Background: an optimization exercise with open tools, aiming at small area. Do not read the settings as production practice.
The RTL was checked by simulation tests, not by an equivalence proof against the original design.
The flow treats the clock pin as an ideal source, which a real chip does not have.

// smoothing
module smoothing (clk, reset, data, smooth);
	input logic clk, reset;
	input logic [11:0] data;
	output logic [11:0] smooth;
	logic [1523:0] hist;
	logic [11:0] nold;
	logic [6:0] count;
	logic full;
	logic full_next;
	logic [18:0] sum;
	assign smooth = sum[18:7];
	logic [7:0] cc;
	logic [6:0] count_inc;
	assign cc[0] = 1'b1;
	genvar g;
	generate
		for (g = 0; g < 7; g++) begin : inc
			assign count_inc[g] = count[g] ^ cc[g];
			assign cc[g+1] = count[g] & cc[g];
		end
	endgenerate
	assign full_next = ~reset & (full | cc[7]);
	logic [12:0] tc;
	logic [11:0] t;
	logic [12:0] rc;
	logic [11:0] lo;
	assign tc[0] = 1'b1;
	assign rc[0] = 1'b0;
	generate
		for (g = 0; g < 12; g++) begin : sub
			assign t[g] = data[g] ^ nold[g] ^ tc[g];
			assign tc[g+1] = (data[g] & nold[g]) | (data[g] & tc[g]) | (nold[g] & tc[g]);
			assign lo[g] = sum[g] ^ t[g] ^ rc[g];
			assign rc[g+1] = (sum[g] & t[g]) | (sum[g] & rc[g]) | (t[g] & rc[g]);
		end
	endgenerate
	logic down;
	logic [7:0] uc;
	logic [6:0] hi;
	assign down = ~tc[12];
	assign uc[0] = rc[12];
	generate
		for (g = 0; g < 7; g++) begin : upd
			assign hi[g] = sum[12+g] ^ down ^ uc[g];
			assign uc[g+1] = (sum[12+g] & down) | (sum[12+g] & uc[g]) | (down & uc[g]);
		end
	endgenerate
	always_ff @(posedge clk) begin
		hist <= {hist[1511:0], data};
  ...
Size in the first run: about 1600 flip-flops, about 26 I/O pins, roughly 0.032 mm² of cells after synthesis.
Settings: LEC_CHECK=0, ABC_AREA=1, CAP_MARGIN=20, CORE_MARGIN=2, CORE_UTILIZATION=50, SLEW_MARGIN=20; clock period 20.0 ns.
standard.sh (not shown) runs the stock make flow with config.mk's settings and CLKGATE_MAP_FILE= SYNTH_SCRIPT=/design/flow/synth_recipe.tcl, a recipe that flattens the netlist after the stock synthesis.
==> flow/flow/run.sh <==
#!/bin/bash
# Standard layout, with the clock tree built without dummy loads, leaf clock
# buffers downsized where slew allows (post_cts.tcl), power recovery sizing
# down non-critical gates, and smaller port buffers. Each make step's log is
# under orfs/logs; make's own output goes to make.log here.
set -euo pipefail
here=$(cd "$(dirname "$0")" && pwd)
export CTS_ARGS="-sink_clustering_enable -repair_clock_nets -dont_use_dummy_load -buf_list {sky130_fd_sc_hd__clkbuf_16} -sink_clustering_size 36 -sink_clustering_max_diameter 60"
export POST_CTS_TCL="$here/post_cts.tcl"
export BUFFER_PORTS_ARGS="-buffer_cell sky130_fd_sc_hd__buf_1"
export RECOVER_POWER=100
bash standard.sh > make.log 2>&1
==> flow/flow/post_cts.tcl <==
set limit 0.112
set sizes {sky130_fd_sc_hd__clkbuf_2 sky130_fd_sc_hd__clkbuf_4 sky130_fd_sc_hd__clkbuf_8}
estimate_parasitics -placement
proc sink_slew {net} {
  set worst 0
  foreach p [get_pins -of_objects $net -filter "direction==input"] {
    set s [get_property $p slew_max]
    if {$s > $worst} { set worst $s }
  }
  return $worst
}
set saved 0
foreach inst [get_cells -hier *] {
  set master [get_property $inst ref_name]
  if {![string match "sky130_fd_sc_hd__clkbuf_16" $master]} continue
  set out [get_pins -of_objects $inst -filter "direction==output"]
  set net [get_nets -of_objects $out]
  if {![string match "clknet_leaf*" [get_name $net]]} continue
  foreach cand $sizes {
    replace_cell $inst $cand
    if {[sink_slew $net] <= $limit} {
      puts "post_cts: [get_name $inst] $master -> $cand ([llength [get_pins -of_objects $net -filter direction==input]] sinks)"
      incr saved
      break
    }
    replace_cell $inst $master
  }
}
puts "post_cts: downsized $saved leaf clock buffers"
detailed_placement
check_placement -verbose
The starting point passed the timing, design-rule and antenna checks.
Change:
--- a/flow/config.mk
+++ b/flow/config.mk
@@ -9,4 +9,4 @@
 export CAP_MARGIN = 20
 export CORE_MARGIN = 2
-export CORE_UTILIZATION = 50
+export CORE_UTILIZATION = 70
 export SLEW_MARGIN = 20
After rerunning: The new run produced a clean layout. Final area came out lower by 1.2%. Cell count shrinks by 9.9%. Routed wire length came out higher by 13%.

==> afterwards: timing with drivers on the ports <==
In the flow no input, the clock included, has a driving cell. The finished layouts below were timed again as built, in two steps. Step 1 (the two cells are an assumption about what drives the block):
set clk [get_ports {clk}]
set_driving_cell -lib_cell sky130_fd_sc_hd__clkbuf_16 $clk
set_driving_cell -lib_cell sky130_fd_sc_hd__buf_2 [delete_from_list [all_inputs] $clk]
Step 2, shift: input delay + t, output delay - t, t = (earliest + latest rising clock arrival at the registers) / 2. This alone moves slack from input paths to output paths. a / b / c = ideal ports / drivers / drivers and shift; a / b = the first two.
| run | t, ns | setup slack, ns | clock arrival spread, ns | worst slew at a driven data input, ns |
|---|---|---|---|---|
| the first run | 0.670 | 8.525 / 8.559 / 7.888 | 0.055 / 0.055 | 0.05 |
| the second run | 0.665 | 8.548 / 8.575 / 7.910 | 0.041 / 0.040 | 0.05 |
After both steps every run listed still meets setup and hold. The setup slack of the second run, which loses most, moves by +0.027 ns with the drivers and by -0.638 ns with both steps.
